From an optimization exercise on the open Yosys and OpenROAD flow, aimed at small area and a short achievable clock period; shortcuts taken in it are not production practice.
The RTL of this run was laid out without a check of its function.

<file path="design/flow/config.mk">
export PLATFORM = sky130hd
export DESIGN_NAME = fir_3tap
export DESIGN_NICKNAME = fir_3tap
export VERILOG_FILES = /design/flow/design.v
export SDC_FILE = /design/flow/constraint.sdc
export NUM_CORES = 4
export LEC_CHECK = 0
export CAP_MARGIN = 20
export CORE_MARGIN = 2
export CORE_UTILIZATION = 55
export CTS_BUF_LIST = sky130_fd_sc_hd__clkbuf_8
export SLEW_MARGIN = 20
export SYNTH_HIERARCHICAL = 1
export SYNTH_MINIMUM_KEEP_SIZE = 0
export TNS_END_PERCENT = 0
</file>
<file path="design/flow/constraint.sdc">
create_clock -name core_clock -period 12.5 [get_ports {clk}]
set_input_delay 2.5000 -clock core_clock [delete_from_list [all_inputs] [get_ports {clk}]]
set_output_delay 2.5000 -clock core_clock [all_outputs]
set_load 0.01 [all_outputs]
</file>
<file path="design/flow/design.v">
module full_adder(output sum,
                  output carry_out,
                  input x,
                  input y,
                  input carry_in);
assign sum = x ^ y ^ carry_in;
assign carry_out = (x & y) | (x & carry_in) | (y & carry_in);
endmodule
module g_and2(output y, input a, input b);
assign y = a & b;
endmodule
module g_aoi21(output y, input a, input b, input c);
assign y = ~((a & b) | c);
endmodule
module g_inv(output y, input a);
assign y = ~a;
endmodule
module g_nand2(output y, input a, input b);
assign y = ~(a & b);
endmodule
module g_nor2(output y, input a, input b);
assign y = ~(a | b);
endmodule
module g_oai21(output y, input a, input b, input c);
assign y = ~((a | b) & c);
endmodule
module g_or2(output y, input a, input b);
assign y = a | b;
endmodule
module g_xnor2(output y, input a, input b);
assign y = ~(a ^ b);
endmodule
module g_xor2(output y, input a, input b);
assign y = a ^ b;
endmodule
module half_adder_n(output sum_n,
                    output carry_n,
                    input a_n,
                    input b_n);
xnor_n xs(sum_n, a_n, b_n);
or_n oc(carry_n, a_n, b_n);
endmodule
module xnor_n(output y, input a, input b);
assign y = ~(a ^ b);
endmodule
module or_n(output y, input a, input b);
assign y = a | b;
endmodule
module fir_3tap (input clk,
                 input [7:0] Xin,
                 input [7:0] H0,
                 input [7:0] H1,
                 input [7:0] H2,
                 output reg [15:0] Yout);
reg [7:0] Xd, H1d, H2d;
reg [15:0] Pn;
wire t2_p0_0 = ~(Xd[0] & H2d[0]);
wire t2_p0_1 = ~(Xd[0] & H2d[1]);
wire t2_p0_2 = ~(Xd[0] & H2d[2]);
wire t2_p0_3 = ~(Xd[0] & H2d[3]);
wire t2_p0_4 = ~(Xd[0] & H2d[4]);
wire t2_p0_5 = ~(Xd[0] & H2d[5]);
wire t2_p0_6 = ~(Xd[0] & H2d[6]);
wire t2_p0_7 = ~(Xd[0] & H2d[7]);
wire t2_p1_0 = ~(Xd[1] & H2d[0]);
wire t2_p1_1 = ~(Xd[1] & H2d[1]);
wire t2_p1_2 = ~(Xd[1] & H2d[2]);
wire t2_p1_3 = ~(Xd[1] & H2d[3]);
wire t2_p1_4 = ~(Xd[1] & H2d[4]);
wire t2_p1_5 = ~(Xd[1] & H2d[5]);
wire t2_p1_6 = ~(Xd[1] & H2d[6]);
wire t2_p1_7 = ~(Xd[1] & H2d[7]);
wire t2_p2_0 = ~(Xd[2] & H2d[0]);
wire t2_p2_1 = ~(Xd[2] & H2d[1]);
wire t2_p2_2 = ~(Xd[2] & H2d[2]);
wire t2_p2_3 = ~(Xd[2] & H2d[3]);
wire t2_p2_4 = ~(Xd[2] & H2d[4]);
wire t2_p2_5 = ~(Xd[2] & H2d[5]);
wire t2_p2_6 = ~(Xd[2] & H2d[6]);
wire t2_p2_7 = ~(Xd[2] & H2d[7]);
wire t2_p3_0 = ~(Xd[3] & H2d[0]);
wire t2_p3_1 = ~(Xd[3] & H2d[1]);
wire t2_p3_2 = ~(Xd[3] & H2d[2]);
wire t2_p3_3 = ~(Xd[3] & H2d[3]);
wire t2_p3_4 = ~(Xd[3] & H2d[4]);
wire t2_p3_5 = ~(Xd[3] & H2d[5]);
wire t2_p3_6 = ~(Xd[3] & H2d[6]);
wire t2_p3_7 = ~(Xd[3] & H2d[7]);
wire t2_p4_0 = ~(Xd[4] & H2d[0]);
wire t2_p4_1 = ~(Xd[4] & H2d[1]);
wire t2_p4_2 = ~(Xd[4] & H2d[2]);
wire t2_p4_3 = ~(Xd[4] & H2d[3]);
wire t2_p4_4 = ~(Xd[4] & H2d[4]);
wire t2_p4_5 = ~(Xd[4] & H2d[5]);
wire t2_p4_6 = ~(Xd[4] & H2d[6]);
wire t2_p4_7 = ~(Xd[4] & H2d[7]);
wire t2_p5_0 = ~(Xd[5] & H2d[0]);
wire t2_p5_1 = ~(Xd[5] & H2d[1]);
wire t2_p5_2 = ~(Xd[5] & H2d[2]);
wire t2_p5_3 = ~(Xd[5] & H2d[3]);
wire t2_p5_4 = ~(Xd[5] & H2d[4]);
wire t2_p5_5 = ~(Xd[5] & H2d[5]);
wire t2_p5_6 = ~(Xd[5] & H2d[6]);
wire t2_p5_7 = ~(Xd[5] & H2d[7]);
wire t2_p6_0 = ~(Xd[6] & H2d[0]);
wire t2_p6_1 = ~(Xd[6] & H2d[1]);
wire t2_p6_2 = ~(Xd[6] & H2d[2]);
wire t2_p6_3 = ~(Xd[6] & H2d[3]);
wire t2_p6_4 = ~(Xd[6] & H2d[4]);
wire t2_p6_5 = ~(Xd[6] & H2d[5]);
wire t2_p6_6 = ~(Xd[6] & H2d[6]);
wire t2_p6_7 = ~(Xd[6] & H2d[7]);
wire t2_p7_0 = ~(Xd[7] & H2d[0]);
wire t2_p7_1 = ~(Xd[7] & H2d[1]);
wire t2_p7_2 = ~(Xd[7] & H2d[2]);
wire t2_p7_3 = ~(Xd[7] & H2d[3]);
wire t2_p7_4 = ~(Xd[7] & H2d[4]);
wire t2_p7_5 = ~(Xd[7] & H2d[5]);
wire t2_p7_6 = ~(Xd[7] & H2d[6]);
wire t2_p7_7 = ~(Xd[7] & H2d[7]);
wire t2_s0, t2_c0;
half_adder_n t2_ha0 (t2_s0, t2_c0, t2_p0_6, t2_p1_5);
wire t2_s1, t2_c1;
full_adder t2_fa1 (t2_s1, t2_c1, t2_p0_7, t2_p1_6, t2_p2_5);
wire t2_s2, t2_c2;
half_adder_n t2_ha2 (t2_s2, t2_c2, t2_p3_4, t2_p4_3);
wire t2_s3, t2_c3;
full_adder t2_fa3 (t2_s3, t2_c3, t2_p1_7, t2_p2_6, t2_p3_5);
wire t2_s4, t2_c4;
half_adder_n t2_ha4 (t2_s4, t2_c4, t2_p4_4, t2_p5_3);
wire t2_s5, t2_c5;
full_adder t2_fa5 (t2_s5, t2_c5, t2_p2_7, t2_p3_6, t2_p4_5);
wire t2_s6, t2_c6;
half_adder_n t2_ha6 (t2_s6, t2_c6, t2_p0_4, t2_p1_3);
wire t2_s7, t2_c7;
full_adder t2_fa7 (t2_s7, t2_c7, t2_p0_5, t2_p1_4, t2_p2_3);
wire t2_s8, t2_c8;
half_adder_n t2_ha8 (t2_s8, t2_c8, t2_p3_2, t2_p4_1);
wire t2_s9, t2_c9;
full_adder t2_fa9 (t2_s9, t2_c9, t2_p2_4, t2_p3_3, t2_p4_2);
wire t2_s10, t2_c10;
full_adder t2_fa10 (t2_s10, t2_c10, t2_p5_1, t2_p6_0, t2_s0);
wire t2_s11, t2_c11;
full_adder t2_fa11 (t2_s11, t2_c11, t2_p5_2, t2_p6_1, t2_p7_0);
wire t2_s12, t2_c12;
full_adder t2_fa12 (t2_s12, t2_c12, t2_c0, t2_s2, t2_s1);
wire t2_s13, t2_c13;
full_adder t2_fa13 (t2_s13, t2_c13, t2_p6_2, t2_p7_1, t2_c2);
wire t2_s14, t2_c14;
full_adder t2_fa14 (t2_s14, t2_c14, t2_s4, t2_c1, t2_s3);
wire t2_s15, t2_c15;
full_adder t2_fa15 (t2_s15, t2_c15, t2_p5_4, t2_p6_3, t2_p7_2);
wire t2_s16, t2_c16;
full_adder t2_fa16 (t2_s16, t2_c16, t2_c4, t2_c3, t2_s5);
wire t2_s17, t2_c17;
full_adder t2_fa17 (t2_s17, t2_c17, t2_p3_7, t2_p4_6, t2_p5_5);
wire t2_s18, t2_c18;
full_adder t2_fa18 (t2_s18, t2_c18, t2_p6_4, t2_p7_3, t2_c5);
wire t2_s19, t2_c19;
full_adder t2_fa19 (t2_s19, t2_c19, t2_p4_7, t2_p5_6, t2_p6_5);
wire t2_s20, t2_c20;
half_adder_n t2_ha20 (t2_s20, t2_c20, t2_p0_3, t2_p1_2);
wire t2_s21, t2_c21;
full_adder t2_fa21 (t2_s21, t2_c21, t2_p2_2, t2_p3_1, t2_p4_0);
wire t2_s22, t2_c22;
full_adder t2_fa22 (t2_s22, t2_c22, t2_p5_0, t2_c6, t2_s8);
wire t2_s23, t2_c23;
full_adder t2_fa23 (t2_s23, t2_c23, t2_c8, t2_c7, t2_s9);
wire t2_s24, t2_c24;
full_adder t2_fa24 (t2_s24, t2_c24, t2_c9, t2_s11, t2_c10);
wire t2_s25, t2_c25;
full_adder t2_fa25 (t2_s25, t2_c25, t2_c11, t2_s13, t2_c12);
wire t2_s26, t2_c26;
full_adder t2_fa26 (t2_s26, t2_c26, t2_s15, t2_c13, t2_c14);
wire t2_s27, t2_c27;
full_adder t2_fa27 (t2_s27, t2_c27, t2_c15, t2_s17, t2_c16);
wire t2_s28, t2_c28;
full_adder t2_fa28 (t2_s28, t2_c28, t2_p7_4, t2_c17, t2_s19);
wire t2_s29, t2_c29;
full_adder t2_fa29 (t2_s29, t2_c29, t2_p5_7, t2_p6_6, t2_p7_5);
wire t2_s30, t2_c30;
half_adder_n t2_ha30 (t2_s30, t2_c30, t2_p0_2, t2_p1_1);
wire t2_s31, t2_c31;
full_adder t2_fa31 (t2_s31, t2_c31, t2_p2_1, t2_p3_0, t2_s20);
wire t2_s32, t2_c32;
full_adder t2_fa32 (t2_s32, t2_c32, t2_c20, t2_s6, t2_s21);
wire t2_s33, t2_c33;
full_adder t2_fa33 (t2_s33, t2_c33, t2_c21, t2_s7, t2_s22);
wire t2_s34, t2_c34;
full_adder t2_fa34 (t2_s34, t2_c34, t2_c22, t2_s10, t2_s23);
wire t2_s35, t2_c35;
full_adder t2_fa35 (t2_s35, t2_c35, t2_c23, t2_s12, t2_s24);
wire t2_s36, t2_c36;
full_adder t2_fa36 (t2_s36, t2_c36, t2_s14, t2_c24, t2_s25);
wire t2_s37, t2_c37;
full_adder t2_fa37 (t2_s37, t2_c37, t2_s16, t2_c25, t2_s26);
wire t2_s38, t2_c38;
full_adder t2_fa38 (t2_s38, t2_c38, t2_s18, t2_c26, t2_s27);
wire t2_s39, t2_c39;
full_adder t2_fa39 (t2_s39, t2_c39, t2_c18, t2_s28, t2_c27);
wire t2_s40, t2_c40;
full_adder t2_fa40 (t2_s40, t2_c40, t2_c19, t2_s29, t2_c28);
wire t2_s41, t2_c41;
full_adder t2_fa41 (t2_s41, t2_c41, t2_p6_7, t2_p7_6, t2_c29);
wire n1;
g_xnor2 u1 (n1, t2_p0_1, t2_p1_0);
wire n2;
g_or2 u2 (n2, t2_p0_1, t2_p1_0);
wire t2_rs2, t2_rc2;
full_adder t2_rfa2 (t2_rs2, t2_rc2, t2_s30, t2_p2_0, n2);
wire n3;
g_or2 u3 (n3, t2_c30, t2_s31);
wire n4;
g_and2 u4 (n4, t2_c30, t2_s31);
wire n5;
g_aoi21 u5 (n5, n3, t2_rc2, n4);
wire n6;
g_nor2 u6 (n6, t2_c31, t2_s32);
wire n7;
g_nand2 u7 (n7, t2_c31, t2_s32);
wire n8;
g_oai21 u8 (n8, n6, n5, n7);
wire n9;
g_or2 u9 (n9, t2_c32, t2_s33);
wire n10;
g_and2 u10 (n10, t2_c32, t2_s33);
wire n11;
g_aoi21 u11 (n11, n9, n8, n10);
wire n12;
g_nor2 u12 (n12, t2_c33, t2_s34);
wire n13;
g_nand2 u13 (n13, t2_c33, t2_s34);
wire n14;
g_oai21 u14 (n14, n12, n11, n13);
wire n15;
g_or2 u15 (n15, t2_c34, t2_s35);
wire n16;
g_and2 u16 (n16, t2_c34, t2_s35);
wire n17;
g_aoi21 u17 (n17, n15, n14, n16);
wire n18;
g_nor2 u18 (n18, t2_c36, t2_s37);
wire n19;
g_nand2 u19 (n19, t2_c35, t2_s36);
wire n20;
g_nand2 u20 (n20, t2_c36, t2_s37);
wire n21;
g_oai21 u21 (n21, n18, n19, n20);
wire n22;
g_nor2 u22 (n22, t2_c35, t2_s36);
wire n23;
g_nor2 u23 (n23, n18, n22);
wire n24;
g_nor2 u24 (n24, t2_c38, t2_s39);
wire n25;
g_nand2 u25 (n25, t2_c37, t2_s38);
wire n26;
g_nand2 u26 (n26, t2_c38, t2_s39);
wire n27;
g_oai21 u27 (n27, n24, n25, n26);
wire n28;
g_nor2 u28 (n28, t2_c37, t2_s38);
wire n29;
g_nor2 u29 (n29, n24, n28);
wire n30;
g_nor2 u30 (n30, t2_c40, t2_s41);
wire n31;
g_nand2 u31 (n31, t2_c39, t2_s40);
wire n32;
g_nand2 u32 (n32, t2_c40, t2_s41);
wire n33;
g_oai21 u33 (n33, n30, n31, n32);
wire n34;
g_nor2 u34 (n34, t2_c39, t2_s40);
wire n35;
g_nor2 u35 (n35, n30, n34);
wire n36;
g_inv u36 (n36, n23);
wire n37;
g_inv u37 (n37, n21);
wire n38;
g_oai21 u38 (n38, n36, n17, n37);
wire n39;
g_inv u39 (n39, n23);
wire n40;
g_nor2 u40 (n40, t2_c34, t2_s35);
wire n41;
g_nor2 u41 (n41, n39, n40);
wire n42;
g_aoi21 u42 (n42, n35, n27, n33);
wire n43;
g_nand2 u43 (n43, n35, n29);
wire n44;
g_inv u44 (n44, n43);
wire n45;
g_inv u45 (n45, n42);
wire n46;
g_aoi21 u46 (n46, n44, n38, n45);
wire n47;
g_inv u47 (n47, n43);
wire n48;
g_nand2 u48 (n48, n47, n41);
wire n49;
g_aoi21 u49 (n49, n29, n38, n27);
wire n50;
g_nand2 u50 (n50, n29, n41);
wire n51;
g_oai21 u51 (n51, n22, n17, n19);
wire n52;
g_nor2 u52 (n52, n22, n40);
wire n53;
g_or2 u53 (n53, t2_c37, t2_s38);
wire n54;
g_and2 u54 (n54, t2_c37, t2_s38);
wire n55;
g_aoi21 u55 (n55, n53, n38, n54);
wire n56;
g_nand2 u56 (n56, n53, n41);
wire n57;
g_oai21 u57 (n57, n34, n49, n31);
wire n58;
g_nor2 u58 (n58, n34, n50);
wire n59;
g_nor2 u59 (n59, t2_c41, t2_p7_7);
wire n60;
g_nand2 u60 (n60, t2_c41, t2_p7_7);
wire n61;
g_oai21 u61 (n61, n59, n46, n60);
wire n62;
g_nor2 u62 (n62, n59, n48);
wire n63;
g_xor2 u63 (n63, t2_c30, t2_s31);
wire n64;
g_xor2 u64 (n64, n63, t2_rc2);
wire n65;
g_xor2 u65 (n65, t2_c31, t2_s32);
wire n66;
g_xnor2 u66 (n66, n65, n5);
wire n67;
g_xor2 u67 (n67, t2_c32, t2_s33);
wire n68;
g_xor2 u68 (n68, n67, n8);
wire n69;
g_xor2 u69 (n69, t2_c33, t2_s34);
wire n70;
g_xnor2 u70 (n70, n69, n11);
wire n71;
g_xor2 u71 (n71, t2_c34, t2_s35);
wire n72;
g_xor2 u72 (n72, n71, n14);
wire n73;
g_xor2 u73 (n73, t2_c35, t2_s36);
wire n74;
g_xnor2 u74 (n74, n73, n17);
wire n75;
g_xor2 u75 (n75, t2_c36, t2_s37);
wire n76;
g_xor2 u76 (n76, n75, n51);
wire n77;
g_xor2 u77 (n77, t2_c37, t2_s38);
wire n78;
g_xor2 u78 (n78, n77, n38);
wire n79;
g_xor2 u79 (n79, t2_c38, t2_s39);
wire n80;
g_xnor2 u80 (n80, n79, n55);
wire n81;
g_xor2 u81 (n81, t2_c39, t2_s40);
wire n82;
g_xnor2 u82 (n82, n81, n49);
wire n83;
g_xor2 u83 (n83, t2_c40, t2_s41);
wire n84;
g_xor2 u84 (n84, n83, n57);
wire n85;
g_xor2 u85 (n85, t2_c41, t2_p7_7);
wire n86;
g_xnor2 u86 (n86, n85, n46);
wire [15:0] t2_sn = {n61, n86, n84, n82, n80, n78, n76, n74, n72, n70, n68, n66, n64, t2_rs2, n1, t2_p0_0};
wire t1_p0_0 = ~(Xd[0] & H1d[0]);
wire t1_p0_1 = ~(Xd[0] & H1d[1]);
wire t1_p0_2 = ~(Xd[0] & H1d[2]);
wire t1_p0_3 = ~(Xd[0] & H1d[3]);
wire t1_p0_4 = ~(Xd[0] & H1d[4]);
wire t1_p0_5 = ~(Xd[0] & H1d[5]);
wire t1_p0_6 = ~(Xd[0] & H1d[6]);
wire t1_p0_7 = ~(Xd[0] & H1d[7]);
wire t1_p1_0 = ~(Xd[1] & H1d[0]);
wire t1_p1_1 = ~(Xd[1] & H1d[1]);
wire t1_p1_2 = ~(Xd[1] & H1d[2]);
wire t1_p1_3 = ~(Xd[1] & H1d[3]);
wire t1_p1_4 = ~(Xd[1] & H1d[4]);
wire t1_p1_5 = ~(Xd[1] & H1d[5]);
wire t1_p1_6 = ~(Xd[1] & H1d[6]);
wire t1_p1_7 = ~(Xd[1] & H1d[7]);
wire t1_p2_0 = ~(Xd[2] & H1d[0]);
wire t1_p2_1 = ~(Xd[2] & H1d[1]);
wire t1_p2_2 = ~(Xd[2] & H1d[2]);
wire t1_p2_3 = ~(Xd[2] & H1d[3]);
wire t1_p2_4 = ~(Xd[2] & H1d[4]);
wire t1_p2_5 = ~(Xd[2] & H1d[5]);
wire t1_p2_6 = ~(Xd[2] & H1d[6]);
wire t1_p2_7 = ~(Xd[2] & H1d[7]);
wire t1_p3_0 = ~(Xd[3] & H1d[0]);
wire t1_p3_1 = ~(Xd[3] & H1d[1]);
wire t1_p3_2 = ~(Xd[3] & H1d[2]);
wire t1_p3_3 = ~(Xd[3] & H1d[3]);
wire t1_p3_4 = ~(Xd[3] & H1d[4]);
wire t1_p3_5 = ~(Xd[3] & H1d[5]);
wire t1_p3_6 = ~(Xd[3] & H1d[6]);
wire t1_p3_7 = ~(Xd[3] & H1d[7]);
wire t1_p4_0 = ~(Xd[4] & H1d[0]);
wire t1_p4_1 = ~(Xd[4] & H1d[1]);
wire t1_p4_2 = ~(Xd[4] & H1d[2]);
wire t1_p4_3 = ~(Xd[4] & H1d[3]);
wire t1_p4_4 = ~(Xd[4] & H1d[4]);
wire t1_p4_5 = ~(Xd[4] & H1d[5]);
wire t1_p4_6 = ~(Xd[4] & H1d[6]);
wire t1_p4_7 = ~(Xd[4] & H1d[7]);
wire t1_p5_0 = ~(Xd[5] & H1d[0]);
wire t1_p5_1 = ~(Xd[5] & H1d[1]);
wire t1_p5_2 = ~(Xd[5] & H1d[2]);
wire t1_p5_3 = ~(Xd[5] & H1d[3]);
wire t1_p5_4 = ~(Xd[5] & H1d[4]);
wire t1_p5_5 = ~(Xd[5] & H1d[5]);
wire t1_p5_6 = ~(Xd[5] & H1d[6]);
wire t1_p5_7 = ~(Xd[5] & H1d[7]);
wire t1_p6_0 = ~(Xd[6] & H1d[0]);
wire t1_p6_1 = ~(Xd[6] & H1d[1]);
wire t1_p6_2 = ~(Xd[6] & H1d[2]);
wire t1_p6_3 = ~(Xd[6] & H1d[3]);
wire t1_p6_4 = ~(Xd[6] & H1d[4]);
wire t1_p6_5 = ~(Xd[6] & H1d[5]);
wire t1_p6_6 = ~(Xd[6] & H1d[6]);
wire t1_p6_7 = ~(Xd[6] & H1d[7]);
wire t1_p7_0 = ~(Xd[7] & H1d[0]);
wire t1_p7_1 = ~(Xd[7] & H1d[1]);
wire t1_p7_2 = ~(Xd[7] & H1d[2]);
wire t1_p7_3 = ~(Xd[7] & H1d[3]);
wire t1_p7_4 = ~(Xd[7] & H1d[4]);
wire t1_p7_5 = ~(Xd[7] & H1d[5]);
wire t1_p7_6 = ~(Xd[7] & H1d[6]);
wire t1_p7_7 = ~(Xd[7] & H1d[7]);
wire t1_s0, t1_c0;
half_adder_n t1_ha0 (t1_s0, t1_c0, Pn[5], t1_p0_5);
wire t1_s1, t1_c1;
full_adder t1_fa1 (t1_s1, t1_c1, Pn[6], t1_p0_6, t1_p1_5);
wire t1_s2, t1_c2;
half_adder_n t1_ha2 (t1_s2, t1_c2, t1_p2_4, t1_p3_3);
wire t1_s3, t1_c3;
full_adder t1_fa3 (t1_s3, t1_c3, Pn[7], t1_p0_7, t1_p1_6);
wire t1_s4, t1_c4;
full_adder t1_fa4 (t1_s4, t1_c4, t1_p2_5, t1_p3_4, t1_p4_3);
wire t1_s5, t1_c5;
half_adder_n t1_ha5 (t1_s5, t1_c5, t1_p5_2, t1_p6_1);
wire t1_s6, t1_c6;
full_adder t1_fa6 (t1_s6, t1_c6, Pn[8], t1_p1_7, t1_p2_6);
wire t1_s7, t1_c7;
full_adder t1_fa7 (t1_s7, t1_c7, t1_p3_5, t1_p4_4, t1_p5_3);
wire t1_s8, t1_c8;
half_adder_n t1_ha8 (t1_s8, t1_c8, t1_p6_2, t1_p7_1);
wire t1_s9, t1_c9;
full_adder t1_fa9 (t1_s9, t1_c9, Pn[9], t1_p2_7, t1_p3_6);
wire t1_s10, t1_c10;
full_adder t1_fa10 (t1_s10, t1_c10, t1_p4_5, t1_p5_4, t1_p6_3);
wire t1_s11, t1_c11;
full_adder t1_fa11 (t1_s11, t1_c11, Pn[10], t1_p3_7, t1_p4_6);
wire t1_s12, t1_c12;
half_adder_n t1_ha12 (t1_s12, t1_c12, Pn[3], t1_p0_3);
wire t1_s13, t1_c13;
full_adder t1_fa13 (t1_s13, t1_c13, Pn[4], t1_p0_4, t1_p1_3);
wire t1_s14, t1_c14;
half_adder_n t1_ha14 (t1_s14, t1_c14, t1_p2_2, t1_p3_1);
wire t1_s15, t1_c15;
full_adder t1_fa15 (t1_s15, t1_c15, t1_p1_4, t1_p2_3, t1_p3_2);
wire t1_s16, t1_c16;
full_adder t1_fa16 (t1_s16, t1_c16, t1_p4_1, t1_p5_0, t1_s0);
wire t1_s17, t1_c17;
full_adder t1_fa17 (t1_s17, t1_c17, t1_p4_2, t1_p5_1, t1_p6_0);
wire t1_s18, t1_c18;
full_adder t1_fa18 (t1_s18, t1_c18, t1_c0, t1_s2, t1_s1);
wire t1_s19, t1_c19;
full_adder t1_fa19 (t1_s19, t1_c19, t1_p7_0, t1_c2, t1_s5);
wire t1_s20, t1_c20;
full_adder t1_fa20 (t1_s20, t1_c20, t1_c1, t1_s3, t1_s4);
wire t1_s21, t1_c21;
full_adder t1_fa21 (t1_s21, t1_c21, t1_c5, t1_s8, t1_c3);
wire t1_s22, t1_c22;
full_adder t1_fa22 (t1_s22, t1_c22, t1_c4, t1_s6, t1_s7);
wire t1_s23, t1_c23;
full_adder t1_fa23 (t1_s23, t1_c23, t1_p7_2, t1_c8, t1_c6);
wire t1_s24, t1_c24;
full_adder t1_fa24 (t1_s24, t1_c24, t1_c7, t1_s10, t1_s9);
wire t1_s25, t1_c25;
full_adder t1_fa25 (t1_s25, t1_c25, t1_p5_5, t1_p6_4, t1_p7_3);
wire t1_s26, t1_c26;
full_adder t1_fa26 (t1_s26, t1_c26, t1_c10, t1_c9, t1_s11);
wire t1_s27, t1_c27;
full_adder t1_fa27 (t1_s27, t1_c27, Pn[11], t1_p4_7, t1_p5_6);
wire t1_s28, t1_c28;
full_adder t1_fa28 (t1_s28, t1_c28, t1_p6_5, t1_p7_4, t1_c11);
wire t1_s29, t1_c29;
full_adder t1_fa29 (t1_s29, t1_c29, Pn[12], t1_p5_7, t1_p6_6);
wire t1_s30, t1_c30;
half_adder_n t1_ha30 (t1_s30, t1_c30, Pn[2], t1_p0_2);
wire t1_s31, t1_c31;
full_adder t1_fa31 (t1_s31, t1_c31, t1_p1_2, t1_p2_1, t1_p3_0);
wire t1_s32, t1_c32;
full_adder t1_fa32 (t1_s32, t1_c32, t1_p4_0, t1_c12, t1_s14);
wire t1_s33, t1_c33;
full_adder t1_fa33 (t1_s33, t1_c33, t1_c14, t1_c13, t1_s15);
wire t1_s34, t1_c34;
full_adder t1_fa34 (t1_s34, t1_c34, t1_c15, t1_s17, t1_c16);
wire t1_s35, t1_c35;
full_adder t1_fa35 (t1_s35, t1_c35, t1_c17, t1_s19, t1_c18);
wire t1_s36, t1_c36;
full_adder t1_fa36 (t1_s36, t1_c36, t1_c19, t1_c20, t1_s21);
wire t1_s37, t1_c37;
full_adder t1_fa37 (t1_s37, t1_c37, t1_c21, t1_c22, t1_s23);
wire t1_s38, t1_c38;
full_adder t1_fa38 (t1_s38, t1_c38, t1_s25, t1_c23, t1_c24);
wire t1_s39, t1_c39;
full_adder t1_fa39 (t1_s39, t1_c39, t1_c25, t1_s27, t1_c26);
wire t1_s40, t1_c40;
full_adder t1_fa40 (t1_s40, t1_c40, t1_p7_5, t1_c27, t1_s29);
wire t1_s41, t1_c41;
full_adder t1_fa41 (t1_s41, t1_c41, Pn[13], t1_p6_7, t1_p7_6);
wire t1_s42, t1_c42;
half_adder_n t1_ha42 (t1_s42, t1_c42, Pn[1], t1_p0_1);
wire t1_s43, t1_c43;
full_adder t1_fa43 (t1_s43, t1_c43, t1_p1_1, t1_p2_0, t1_s30);
wire t1_s44, t1_c44;
full_adder t1_fa44 (t1_s44, t1_c44, t1_c30, t1_s12, t1_s31);
wire t1_s45, t1_c45;
full_adder t1_fa45 (t1_s45, t1_c45, t1_c31, t1_s13, t1_s32);
wire t1_s46, t1_c46;
full_adder t1_fa46 (t1_s46, t1_c46, t1_c32, t1_s16, t1_s33);
wire t1_s47, t1_c47;
full_adder t1_fa47 (t1_s47, t1_c47, t1_c33, t1_s18, t1_s34);
wire t1_s48, t1_c48;
full_adder t1_fa48 (t1_s48, t1_c48, t1_s20, t1_c34, t1_s35);
wire t1_s49, t1_c49;
full_adder t1_fa49 (t1_s49, t1_c49, t1_s22, t1_c35, t1_s36);
wire t1_s50, t1_c50;
full_adder t1_fa50 (t1_s50, t1_c50, t1_s24, t1_c36, t1_s37);
wire t1_s51, t1_c51;
full_adder t1_fa51 (t1_s51, t1_c51, t1_s26, t1_c37, t1_s38);
wire t1_s52, t1_c52;
full_adder t1_fa52 (t1_s52, t1_c52, t1_s28, t1_c38, t1_s39);
wire t1_s53, t1_c53;
full_adder t1_fa53 (t1_s53, t1_c53, t1_c28, t1_s40, t1_c39);
wire t1_s54, t1_c54;
full_adder t1_fa54 (t1_s54, t1_c54, t1_c29, t1_s41, t1_c40);
wire t1_s55, t1_c55;
full_adder t1_fa55 (t1_s55, t1_c55, Pn[14], t1_p7_7, t1_c41);
wire t1x_s0, t1x_c0;
half_adder_n t1x_ha0 (t1x_s0, t1x_c0, t1_c47, t1_s48);
wire t1x_s1, t1x_c1;
half_adder_n t1x_ha1 (t1x_s1, t1x_c1, t1_c48, t1_s49);
wire t0_p0_0 = ~(Xin[0] & H0[0]);
wire t0_p0_1 = ~(Xin[0] & H0[1]);
wire t0_p0_2 = ~(Xin[0] & H0[2]);
wire t0_p0_3 = ~(Xin[0] & H0[3]);
wire t0_p0_4 = ~(Xin[0] & H0[4]);
wire t0_p0_5 = ~(Xin[0] & H0[5]);
wire t0_p0_6 = ~(Xin[0] & H0[6]);
wire t0_p0_7 = ~(Xin[0] & H0[7]);
wire t0_p1_0 = ~(Xin[1] & H0[0]);
wire t0_p1_1 = ~(Xin[1] & H0[1]);
wire t0_p1_2 = ~(Xin[1] & H0[2]);
wire t0_p1_3 = ~(Xin[1] & H0[3]);
wire t0_p1_4 = ~(Xin[1] & H0[4]);
wire t0_p1_5 = ~(Xin[1] & H0[5]);
wire t0_p1_6 = ~(Xin[1] & H0[6]);
wire t0_p1_7 = ~(Xin[1] & H0[7]);
wire t0_p2_0 = ~(Xin[2] & H0[0]);
wire t0_p2_1 = ~(Xin[2] & H0[1]);
wire t0_p2_2 = ~(Xin[2] & H0[2]);
wire t0_p2_3 = ~(Xin[2] & H0[3]);
wire t0_p2_4 = ~(Xin[2] & H0[4]);
wire t0_p2_5 = ~(Xin[2] & H0[5]);
wire t0_p2_6 = ~(Xin[2] & H0[6]);
wire t0_p2_7 = ~(Xin[2] & H0[7]);
wire t0_p3_0 = ~(Xin[3] & H0[0]);
wire t0_p3_1 = ~(Xin[3] & H0[1]);
wire t0_p3_2 = ~(Xin[3] & H0[2]);
wire t0_p3_3 = ~(Xin[3] & H0[3]);
wire t0_p3_4 = ~(Xin[3] & H0[4]);
wire t0_p3_5 = ~(Xin[3] & H0[5]);
wire t0_p3_6 = ~(Xin[3] & H0[6]);
wire t0_p3_7 = ~(Xin[3] & H0[7]);
wire t0_p4_0 = ~(Xin[4] & H0[0]);
wire t0_p4_1 = ~(Xin[4] & H0[1]);
wire t0_p4_2 = ~(Xin[4] & H0[2]);
wire t0_p4_3 = ~(Xin[4] & H0[3]);
wire t0_p4_4 = ~(Xin[4] & H0[4]);
wire t0_p4_5 = ~(Xin[4] & H0[5]);
wire t0_p4_6 = ~(Xin[4] & H0[6]);
wire t0_p4_7 = ~(Xin[4] & H0[7]);
wire t0_p5_0 = ~(Xin[5] & H0[0]);
wire t0_p5_1 = ~(Xin[5] & H0[1]);
wire t0_p5_2 = ~(Xin[5] & H0[2]);
wire t0_p5_3 = ~(Xin[5] & H0[3]);
wire t0_p5_4 = ~(Xin[5] & H0[4]);
wire t0_p5_5 = ~(Xin[5] & H0[5]);
wire t0_p5_6 = ~(Xin[5] & H0[6]);
wire t0_p5_7 = ~(Xin[5] & H0[7]);
wire t0_p6_0 = ~(Xin[6] & H0[0]);
wire t0_p6_1 = ~(Xin[6] & H0[1]);
wire t0_p6_2 = ~(Xin[6] & H0[2]);
wire t0_p6_3 = ~(Xin[6] & H0[3]);
wire t0_p6_4 = ~(Xin[6] & H0[4]);
wire t0_p6_5 = ~(Xin[6] & H0[5]);
wire t0_p6_6 = ~(Xin[6] & H0[6]);
wire t0_p6_7 = ~(Xin[6] & H0[7]);
wire t0_p7_0 = ~(Xin[7] & H0[0]);
wire t0_p7_1 = ~(Xin[7] & H0[1]);
wire t0_p7_2 = ~(Xin[7] & H0[2]);
wire t0_p7_3 = ~(Xin[7] & H0[3]);
wire t0_p7_4 = ~(Xin[7] & H0[4]);
wire t0_p7_5 = ~(Xin[7] & H0[5]);
wire t0_p7_6 = ~(Xin[7] & H0[6]);
wire t0_p7_7 = ~(Xin[7] & H0[7]);
wire t0_s0, t0_c0;
half_adder_n t0_ha0 (t0_s0, t0_c0, t1_c44, t1_s45);
wire t0_s1, t0_c1;
full_adder t0_fa1 (t0_s1, t0_c1, t1_c45, t1_s46, t0_p0_5);
wire t0_s2, t0_c2;
half_adder_n t0_ha2 (t0_s2, t0_c2, t0_p1_4, t0_p2_3);
wire t0_s3, t0_c3;
full_adder t0_fa3 (t0_s3, t0_c3, t1_c46, t1_s47, t0_p0_6);
wire t0_s4, t0_c4;
full_adder t0_fa4 (t0_s4, t0_c4, t0_p1_5, t0_p2_4, t0_p3_3);
wire t0_s5, t0_c5;
half_adder_n t0_ha5 (t0_s5, t0_c5, t0_p4_2, t0_p5_1);
wire t0_s6, t0_c6;
full_adder t0_fa6 (t0_s6, t0_c6, t1x_s0, t0_p0_7, t0_p1_6);
wire t0_s7, t0_c7;
full_adder t0_fa7 (t0_s7, t0_c7, t0_p2_5, t0_p3_4, t0_p4_3);
wire t0_s8, t0_c8;
full_adder t0_fa8 (t0_s8, t0_c8, t0_p5_2, t0_p6_1, t0_p7_0);
wire t0_s9, t0_c9;
full_adder t0_fa9 (t0_s9, t0_c9, t1x_c0, t1x_s1, t0_p1_7);
wire t0_s10, t0_c10;
full_adder t0_fa10 (t0_s10, t0_c10, t0_p2_6, t0_p3_5, t0_p4_4);
wire t0_s11, t0_c11;
full_adder t0_fa11 (t0_s11, t0_c11, t0_p5_3, t0_p6_2, t0_p7_1);
wire t0_s12, t0_c12;
full_adder t0_fa12 (t0_s12, t0_c12, t1_c49, t1_s50, t1x_c1);
wire t0_s13, t0_c13;
full_adder t0_fa13 (t0_s13, t0_c13, t0_p2_7, t0_p3_6, t0_p4_5);
wire t0_s14, t0_c14;
full_adder t0_fa14 (t0_s14, t0_c14, t0_p5_4, t0_p6_3, t0_p7_2);
wire t0_s15, t0_c15;
full_adder t0_fa15 (t0_s15, t0_c15, t1_c50, t1_s51, t0_p3_7);
wire t0_s16, t0_c16;
full_adder t0_fa16 (t0_s16, t0_c16, t0_p4_6, t0_p5_5, t0_p6_4);
wire t0_s17, t0_c17;
full_adder t0_fa17 (t0_s17, t0_c17, t1_c51, t1_s52, t0_p4_7);
wire t0_s18, t0_c18;
half_adder_n t0_ha18 (t0_s18, t0_c18, t1_c42, t1_s43);
wire t0_s19, t0_c19;
full_adder t0_fa19 (t0_s19, t0_c19, t1_c43, t1_s44, t0_p0_3);
wire t0_s20, t0_c20;
half_adder_n t0_ha20 (t0_s20, t0_c20, t0_p1_2, t0_p2_1);
wire t0_s21, t0_c21;
full_adder t0_fa21 (t0_s21, t0_c21, t0_s0, t0_p0_4, t0_p1_3);
wire t0_s22, t0_c22;
full_adder t0_fa22 (t0_s22, t0_c22, t0_p2_2, t0_p3_1, t0_p4_0);
wire t0_s23, t0_c23;
full_adder t0_fa23 (t0_s23, t0_c23, t0_c0, t0_p3_2, t0_p4_1);
wire t0_s24, t0_c24;
full_adder t0_fa24 (t0_s24, t0_c24, t0_p5_0, t0_s2, t0_s1);
wire t0_s25, t0_c25;
full_adder t0_fa25 (t0_s25, t0_c25, t0_p6_0, t0_c2, t0_s5);
wire t0_s26, t0_c26;
full_adder t0_fa26 (t0_s26, t0_c26, t0_c1, t0_s3, t0_s4);
wire t0_s27, t0_c27;
full_adder t0_fa27 (t0_s27, t0_c27, t0_c5, t0_c3, t0_c4);
wire t0_s28, t0_c28;
full_adder t0_fa28 (t0_s28, t0_c28, t0_s6, t0_s7, t0_s8);
wire t0_s29, t0_c29;
full_adder t0_fa29 (t0_s29, t0_c29, t0_c6, t0_c7, t0_c8);
wire t0_s30, t0_c30;
full_adder t0_fa30 (t0_s30, t0_c30, t0_s10, t0_s11, t0_s9);
wire t0_s31, t0_c31;
full_adder t0_fa31 (t0_s31, t0_c31, t0_s12, t0_c10, t0_c11);
wire t0_s32, t0_c32;
full_adder t0_fa32 (t0_s32, t0_c32, t0_c9, t0_s13, t0_s14);
wire t0_s33, t0_c33;
full_adder t0_fa33 (t0_s33, t0_c33, t0_p7_3, t0_c12, t0_c13);
wire t0_s34, t0_c34;
full_adder t0_fa34 (t0_s34, t0_c34, t0_c14, t0_s15, t0_s16);
wire t0_s35, t0_c35;
full_adder t0_fa35 (t0_s35, t0_c35, t0_p5_6, t0_p6_5, t0_p7_4);
wire t0_s36, t0_c36;
full_adder t0_fa36 (t0_s36, t0_c36, t0_c15, t0_c16, t0_s17);
wire t0_s37, t0_c37;
full_adder t0_fa37 (t0_s37, t0_c37, t1_s53, t1_c52, t0_p5_7);
wire t0_s38, t0_c38;
full_adder t0_fa38 (t0_s38, t0_c38, t0_p6_6, t0_p7_5, t0_c17);
wire t0_s39, t0_c39;
full_adder t0_fa39 (t0_s39, t0_c39, t1_s54, t1_c53, t0_p6_7);
wire t0_s40, t0_c40;
half_adder_n t0_ha40 (t0_s40, t0_c40, t1_p1_0, t1_s42);
wire t0_s41, t0_c41;
full_adder t0_fa41 (t0_s41, t0_c41, t0_s18, t0_p0_2, t0_p1_1);
wire t0_s42, t0_c42;
full_adder t0_fa42 (t0_s42, t0_c42, t0_c18, t0_p3_0, t0_s20);
wire t0_s43, t0_c43;
full_adder t0_fa43 (t0_s43, t0_c43, t0_c20, t0_c19, t0_s21);
wire t0_s44, t0_c44;
full_adder t0_fa44 (t0_s44, t0_c44, t0_c21, t0_c22, t0_s23);
wire t0_s45, t0_c45;
full_adder t0_fa45 (t0_s45, t0_c45, t0_c23, t0_s25, t0_c24);
wire t0_s46, t0_c46;
full_adder t0_fa46 (t0_s46, t0_c46, t0_c25, t0_c26, t0_s27);
wire t0_s47, t0_c47;
full_adder t0_fa47 (t0_s47, t0_c47, t0_c27, t0_c28, t0_s29);
wire t0_s48, t0_c48;
full_adder t0_fa48 (t0_s48, t0_c48, t0_c29, t0_c30, t0_s31);
wire t0_s49, t0_c49;
full_adder t0_fa49 (t0_s49, t0_c49, t0_c31, t0_c32, t0_s33);
wire t0_s50, t0_c50;
full_adder t0_fa50 (t0_s50, t0_c50, t0_s35, t0_c33, t0_c34);
wire t0_s51, t0_c51;
full_adder t0_fa51 (t0_s51, t0_c51, t0_c35, t0_s37, t0_c36);
wire t0_s52, t0_c52;
full_adder t0_fa52 (t0_s52, t0_c52, t0_p7_6, t0_c37, t0_s39);
wire t0_s53, t0_c53;
full_adder t0_fa53 (t0_s53, t0_c53, t1_s55, t1_c54, t0_p7_7);
wire t0_s54, t0_c54;
half_adder_n t0_ha54 (t0_s54, t0_c54, Pn[0], t1_p0_0);
wire t0_s55, t0_c55;
full_adder t0_fa55 (t0_s55, t0_c55, t0_s40, t0_p0_1, t0_p1_0);
wire t0_s56, t0_c56;
full_adder t0_fa56 (t0_s56, t0_c56, t0_c40, t0_p2_0, t0_s41);
wire t0_s57, t0_c57;
full_adder t0_fa57 (t0_s57, t0_c57, t0_c41, t0_s19, t0_s42);
wire t0_s58, t0_c58;
full_adder t0_fa58 (t0_s58, t0_c58, t0_s22, t0_c42, t0_s43);
wire t0_s59, t0_c59;
full_adder t0_fa59 (t0_s59, t0_c59, t0_c43, t0_s24, t0_s44);
wire t0_s60, t0_c60;
full_adder t0_fa60 (t0_s60, t0_c60, t0_c44, t0_s26, t0_s45);
wire t0_s61, t0_c61;
full_adder t0_fa61 (t0_s61, t0_c61, t0_s28, t0_c45, t0_s46);
wire t0_s62, t0_c62;
full_adder t0_fa62 (t0_s62, t0_c62, t0_s30, t0_c46, t0_s47);
wire t0_s63, t0_c63;
full_adder t0_fa63 (t0_s63, t0_c63, t0_s32, t0_c47, t0_s48);
wire t0_s64, t0_c64;
full_adder t0_fa64 (t0_s64, t0_c64, t0_s34, t0_c48, t0_s49);
wire t0_s65, t0_c65;
full_adder t0_fa65 (t0_s65, t0_c65, t0_s36, t0_c49, t0_s50);
wire t0_s66, t0_c66;
full_adder t0_fa66 (t0_s66, t0_c66, t0_s38, t0_c50, t0_s51);
wire t0_s67, t0_c67;
full_adder t0_fa67 (t0_s67, t0_c67, t0_c38, t0_s52, t0_c51);
wire t0_s68, t0_c68;
full_adder t0_fa68 (t0_s68, t0_c68, t0_c39, t0_s53, t0_c52);
wire t0_s69, t0_c69;
full_adder t0_fa69 (t0_s69, t0_c69, Pn[15], t1_c55, t0_c53);
wire n87;
g_xnor2 u87 (n87, t0_s54, t0_p0_0);
wire n88;
g_or2 u88 (n88, t0_s54, t0_p0_0);
wire t0_rs1, t0_rc1;
full_adder t0_rfa1 (t0_rs1, t0_rc1, t0_c54, t0_s55, n88);
wire t0_rs2, t0_rc2;
full_adder t0_rfa2 (t0_rs2, t0_rc2, t0_c55, t0_s56, t0_rc1);
wire n89;
g_or2 u89 (n89, t0_c56, t0_s57);
wire n90;
g_and2 u90 (n90, t0_c56, t0_s57);
wire n91;
g_aoi21 u91 (n91, n89, t0_rc2, n90);
wire n92;
g_nor2 u92 (n92, t0_c57, t0_s58);
wire n93;
g_nand2 u93 (n93, t0_c57, t0_s58);
wire n94;
g_oai21 u94 (n94, n92, n91, n93);
wire n95;
g_or2 u95 (n95, t0_c58, t0_s59);
wire n96;
g_and2 u96 (n96, t0_c58, t0_s59);
wire n97;
g_aoi21 u97 (n97, n95, n94, n96);
wire n98;
g_nor2 u98 (n98, t0_c59, t0_s60);
wire n99;
g_nand2 u99 (n99, t0_c59, t0_s60);
wire n100;
g_oai21 u100 (n100, n98, n97, n99);
wire n101;
g_or2 u101 (n101, t0_c60, t0_s61);
wire n102;
g_and2 u102 (n102, t0_c60, t0_s61);
wire n103;
g_aoi21 u103 (n103, n101, n100, n102);
wire n104;
g_nor2 u104 (n104, t0_c62, t0_s63);
wire n105;
g_nand2 u105 (n105, t0_c61, t0_s62);
wire n106;
g_nand2 u106 (n106, t0_c62, t0_s63);
wire n107;
g_oai21 u107 (n107, n104, n105, n106);
wire n108;
g_nor2 u108 (n108, t0_c61, t0_s62);
wire n109;
g_nor2 u109 (n109, n104, n108);
wire n110;
g_nor2 u110 (n110, t0_c64, t0_s65);
wire n111;
g_nand2 u111 (n111, t0_c63, t0_s64);
wire n112;
g_nand2 u112 (n112, t0_c64, t0_s65);
wire n113;
g_oai21 u113 (n113, n110, n111, n112);
wire n114;
g_nor2 u114 (n114, t0_c63, t0_s64);
wire n115;
g_nor2 u115 (n115, n110, n114);
wire n116;
g_nor2 u116 (n116, t0_c66, t0_s67);
wire n117;
g_nand2 u117 (n117, t0_c65, t0_s66);
wire n118;
g_nand2 u118 (n118, t0_c66, t0_s67);
wire n119;
g_oai21 u119 (n119, n116, n117, n118);
wire n120;
g_nor2 u120 (n120, t0_c65, t0_s66);
wire n121;
g_nor2 u121 (n121, n116, n120);
wire n122;
g_inv u122 (n122, n109);
wire n123;
g_inv u123 (n123, n107);
wire n124;
g_oai21 u124 (n124, n122, n103, n123);
wire n125;
g_inv u125 (n125, n109);
wire n126;
g_nor2 u126 (n126, t0_c60, t0_s61);
wire n127;
g_nor2 u127 (n127, n125, n126);
wire n128;
g_aoi21 u128 (n128, n121, n113, n119);
wire n129;
g_nand2 u129 (n129, n121, n115);
wire n130;
g_inv u130 (n130, n129);
wire n131;
g_inv u131 (n131, n128);
wire n132;
g_aoi21 u132 (n132, n130, n124, n131);
wire n133;
g_inv u133 (n133, n129);
wire n134;
g_nand2 u134 (n134, n133, n127);
wire n135;
g_aoi21 u135 (n135, n115, n124, n113);
wire n136;
g_nand2 u136 (n136, n115, n127);
wire n137;
g_oai21 u137 (n137, n108, n103, n105);
wire n138;
g_nor2 u138 (n138, n108, n126);
wire n139;
g_or2 u139 (n139, t0_c63, t0_s64);
wire n140;
g_and2 u140 (n140, t0_c63, t0_s64);
wire n141;
g_aoi21 u141 (n141, n139, n124, n140);
wire n142;
g_nand2 u142 (n142, n139, n127);
wire n143;
g_oai21 u143 (n143, n120, n135, n117);
wire n144;
g_nor2 u144 (n144, n120, n136);
wire n145;
g_nor2 u145 (n145, t0_c67, t0_s68);
wire n146;
g_nand2 u146 (n146, t0_c67, t0_s68);
wire n147;
g_oai21 u147 (n147, n145, n132, n146);
wire n148;
g_nor2 u148 (n148, n145, n134);
wire n149;
g_inv u149 (n149, n87);
wire n150;
g_inv u150 (n150, t0_rs1);
wire n151;
g_inv u151 (n151, t0_rs2);
wire n152;
g_xor2 u152 (n152, t0_c56, t0_s57);
wire n153;
g_xnor2 u153 (n153, n152, t0_rc2);
wire n154;
g_xor2 u154 (n154, t0_c57, t0_s58);
wire n155;
g_xor2 u155 (n155, n154, n91);
wire n156;
g_xor2 u156 (n156, t0_c58, t0_s59);
wire n157;
g_xnor2 u157 (n157, n156, n94);
wire n158;
g_xor2 u158 (n158, t0_c59, t0_s60);
wire n159;
g_xor2 u159 (n159, n158, n97);
wire n160;
g_xor2 u160 (n160, t0_c60, t0_s61);
wire n161;
g_xnor2 u161 (n161, n160, n100);
wire n162;
g_xor2 u162 (n162, t0_c61, t0_s62);
wire n163;
g_xor2 u163 (n163, n162, n103);
wire n164;
g_xor2 u164 (n164, t0_c62, t0_s63);
wire n165;
g_xnor2 u165 (n165, n164, n137);
wire n166;
g_xor2 u166 (n166, t0_c63, t0_s64);
wire n167;
g_xnor2 u167 (n167, n166, n124);
wire n168;
g_xor2 u168 (n168, t0_c64, t0_s65);
wire n169;
g_xor2 u169 (n169, n168, n141);
wire n170;
g_xor2 u170 (n170, t0_c65, t0_s66);
wire n171;
g_xor2 u171 (n171, n170, n135);
wire n172;
g_xor2 u172 (n172, t0_c66, t0_s67);
wire n173;
g_xnor2 u173 (n173, n172, n143);
wire n174;
g_xor2 u174 (n174, t0_c67, t0_s68);
wire n175;
g_xor2 u175 (n175, n174, n132);
wire n176;
g_xor2 u176 (n176, t0_c68, t0_s69);
wire n177;
g_xnor2 u177 (n177, n176, n147);
wire [15:0] t0_sn = {n177, n175, n173, n171, n169, n167, n165, n163, n161, n159, n157, n155, n153, n151, n150, n149};
always @(posedge clk) begin
  Xd   <= Xin;
  H1d  <= H1;
  H2d  <= H2;
  Pn   <= t2_sn;
  Yout <= t0_sn;
end
endmodule
</file>
<file path="design/flow/flow/run.sh">
#!/bin/bash
# The standard layout (standard.sh), with two changes to how it is made:
# - ports are buffered with buf_1 instead of the default delay buffer;
# - repair_timing aims for 6.6 ns of setup slack instead of 0.
set -euo pipefail
export SETUP_SLACK_MARGIN=6.6
export BUFFER_PORTS_ARGS="-buffer_cell sky130_fd_sc_hd__buf_1"
bash standard.sh > standard.log 2>&1
</file>
<file path="design/flow/standard.sh">
#!/bin/bash
# synth_recipe.tcl (not shown) runs the flow's synth.tcl, then flattens the netlist and writes it again
# the make line also repeats each setting of config.mk as NAME=value (left out here)
make -C /OpenROAD-flow-scripts/flow DESIGN_CONFIG=/design/flow/config.mk WORK_HOME=/design/flow/orfs CLKGATE_MAP_FILE= SYNTH_SCRIPT=/design/flow/synth_recipe.tcl "${@:-finish}"
</file>
==> run notes <==
slowest CP cell fa_1; I/O pin count 49; fin nets 855; initial core utilization 56.8%; placed inst area 0.00653 mm²; clock root buffer clkbuf_8; die area 0.0127 mm²; critical path required time 12.76 ns; DP HPWL 10000 µm; sequential fraction of the synthesis area 17.2%; P&R area growth vs syn 5.24%; hold_buf cts 0; die width 113 µm; hold depth 1; final instance area 0.00686 mm²; wire per inst 15.2 µm; total length of routed wires 12400 µm; CP cell instances buf_1 > nand2_1 > fa_1 > fa_1 > fa_1 > fa_1 > nor2_1 > nor2_1 > inv_1 > o21ai_4 > a21oi_2 > o21ai_1 > xnor2_1; final setup margin 6.81 ns; Reg-to-Reg End Yout[13]; DR vias/cell 5.25; Synth warnings 7; layout cell share with drive strength beyond 1 9.81%; GR Util All Layers 21.8%; Worst Hold Class register to register; measured slew at the worst slew-check pin 0.521 ns; crit-path max cell delay 0.57 ns; H-tree depth 2; slew margin rel. 65.3%; vias 4288; RSZ-0062 raised after global routing false; Worst-Skew Late Latency 0.33 ns; gpl congestion 0.827; crit end category register; final setup vio count 0; Final Max Slew Viols 0; DR iter-0 viols 159; Die Ht 113 µm; row count 39; hold_sp H2d[0]; Reg2Reg Depth 17; clk slew on worst S/H paths 0.10 ns; CTS tree built; mapped cell area 0.00651 mm²; Setup TNS Final 0 ns; Yosys cell types 15; drt pass-1 iters 4; largest net degree at the start of global routing 17; total global routing overflow 0; r2r setup slk 6.88 ns; pre-CTS WS 6.07 ns; post-layout min period 5.69 ns; vias in the first global route 4696; Final Core Density 59.8%; Yosys reg bits 56; Max Buffers Root-to-Sink 2; # DRC 0; cts bufs inserted 5; crit-path most repeated cell fa_1; status finished clean; Post-Syn Instances 650; first-pass GRT wire length 21800 µm; Fin. Hold Viols 0; DRT antenna net count 0; crit share post-route 45.6%; Mapped Avg Cell Area 10.0 µm²; Worst Setup SP Xin[4]; Syn Nets 832; Setup CP Type input port to register; clk_skew 0.00694 ns; crit start category input port; Port Buf Inserts 48; Worst R2R Start H1d[3]; WHS Endpoint Pn[0]; Fmax 0.176 GHz; Core Region 0.0115 mm²; WP data arrival 5.96 ns; crit path max fanout 9; max-cap violations 0; Clock Sinks 56; Fill cells 990; # diodes 0; initial antenna violation count 0
-- per-module statistics from Yosys (local to each module, per instance), a selection --
module / cells / flip-flops and latches / copies in the design
fir_3tap: 296 / 56 / 1
full_adder: 1 / 0 / 149
g_aoi21: 1 / 0 / 14
g_xnor2: 1 / 0 / 15
g_xor2: 1 / 0 / 37
xnor_n: 1 / 0 / 24
g_and2: 1 / 0 / 8
g_or2: 1 / 0 / 10
or_n: 1 / 0 / 24
g_oai21: 1 / 0 / 18
g_inv: 1 / 0 / 11
g_nand2: 1 / 0 / 20
g_nor2: 1 / 0 / 24
-- registers in the layout, indices dropped and copies added, names as in the netlist --
name  flops
Xd        8
Yout     16
Pn       16
H1d       8
H2d       8
-- cells by family after synthesis --
logic type / count (synthesis) / synth area share, %
buf+inv: 59 / 5.86
fa+ha+maj: 149 / 45.8
flops: 56 / 17.2
compound gates: 32 / 3.26
xor+xnor: 76 / 10.2
simple gates: 278 / 17.7
-- per-stage QoR --
stage / hold WS (ns) / instances
detailed placement: 0.499 / 793
floorplan: 0.495 / 650
finish: 0.534 / 816
global route: 0.553 / 816
global placement: 0.507 / 793
CTS: 0.529 / 800
-- worst max-delay path: cells and delay by family --
family,cells,cell delay (ns)
fa+ha+maj,4,2.04
compound gates,3,0.49
buf+inv,2,0.46
simple gates,3,0.33
xor+xnor,1,0.13
-- cell type report --
type                            instances  area (µm²)  area share (%)
Clock inverter                          2        60.1           0.876
Multi-Input combinational cell        535        5030            73.4
Timing Repair Buffer                   64         310            4.53
Inverter                               11        41.3           0.602
Clock buffer                            5        68.8            1.00
Tap cell                              143         179            2.61
Sequential cell                        56        1160            17.0
-- repair_timing --
action                                  in CTS  in global routing
pin swaps                                    0                  4
endpoints found under the setup margin       6                  5
buffers inserted                             0                 16
resized for setup                           21                 18
-- synth_stat cells --
master    count  area, µm²
xor2_1       37        324
nor2_1       24       90.1
dfxtp_1      56       1120
nand2_2       1       6.26
and2_1        8       50.1
inv_1        11       41.3
buf_6        16        180
nand2_1     211        792
or2_1        34        213
fa_1        149       2980
clkbuf_2      6       30.0
xnor2_1      39        342
o21ai_1      18       90.1
a21oi_2      14        123
buf_2        26        130
-- layer usage --
| metal | share of wire [%] | GRT usage [%] |
|---|---|---|
| met2 | 52 | 38.6 |
| met1 | 42 | 27.9 |
| met3 | 4.7 | 3.05 |
| met4 | 1.7 | 6.91 |
| met5 | 0 | 0 |
-- placed cells by master, fill, tap and decap left out --
| master | Yosys | layout |
|---|---|---|
| dfxtp_1 | 56 | 43 |
| inv_1 | 11 | 11 |
| nand2_2 | 1 | 1 |
| clkbuf_8 | 0 | 5 |
| and2_1 | 8 | 8 |
| a21oi_2 | 14 | 14 |
| buf_2 | 26 | 2 |
| o21ai_4 | 0 | 1 |
| buf_4 | 0 | 15 |
| bufinv_16 | 0 | 2 |
| nor2_2 | 0 | 1 |
| fa_1 | 149 | 147 |
| o21ai_2 | 0 | 1 |
| buf_1 | 0 | 38 |
| clkbuf_2 | 6 | 9 |
| xor2_1 | 37 | 37 |
| fa_2 | 0 | 2 |
| nand2_1 | 211 | 211 |
| dfxtp_2 | 0 | 3 |
| xnor2_1 | 39 | 39 |
| dfxtp_4 | 0 | 10 |
| or2_1 | 34 | 34 |
| o21ai_1 | 18 | 16 |
| nor2_1 | 24 | 23 |
-- worst max-delay path by stage --
stage	slack [ns]	to	cells after the start
after floorplan	6.69	Yout[13]	13
after global routing	6.59	Yout[13]	17
after detailed placement	6.07	Yout[15]	13
after global placement	6.17	Yout[15]	12
final	6.81	Yout[13]	13
after CTS	6.64	Yout[15]	12

## separate check: timing with driven ports
Ports are ideal in the flow. The routed layout listed here was re-timed in OpenROAD.
Step 1, drivers: a clkbuf_16 drives clk and a buf_2 each remaining input, both assumed.
Step 2, shift: input delay + t, output delay - t, t = (earliest + latest rising clock arrival at the registers) / 2. This alone moves slack from input paths to output paths.
Three values: ideal ports, drivers, drivers and shift; two values: the first two.
shift t [ns]: 0.366
setup WS [ns]: 6.806 / 6.814 / 6.448
hold slack, ns: 0.534 / 0.534 / 0.534
worst register clock-pin slew, ns: 0.10 / 0.10
After both steps setup and hold are still met in this run. For this run, drivers alone change the setup slack by +0.008 ns; drivers and shift together by -0.358 ns.
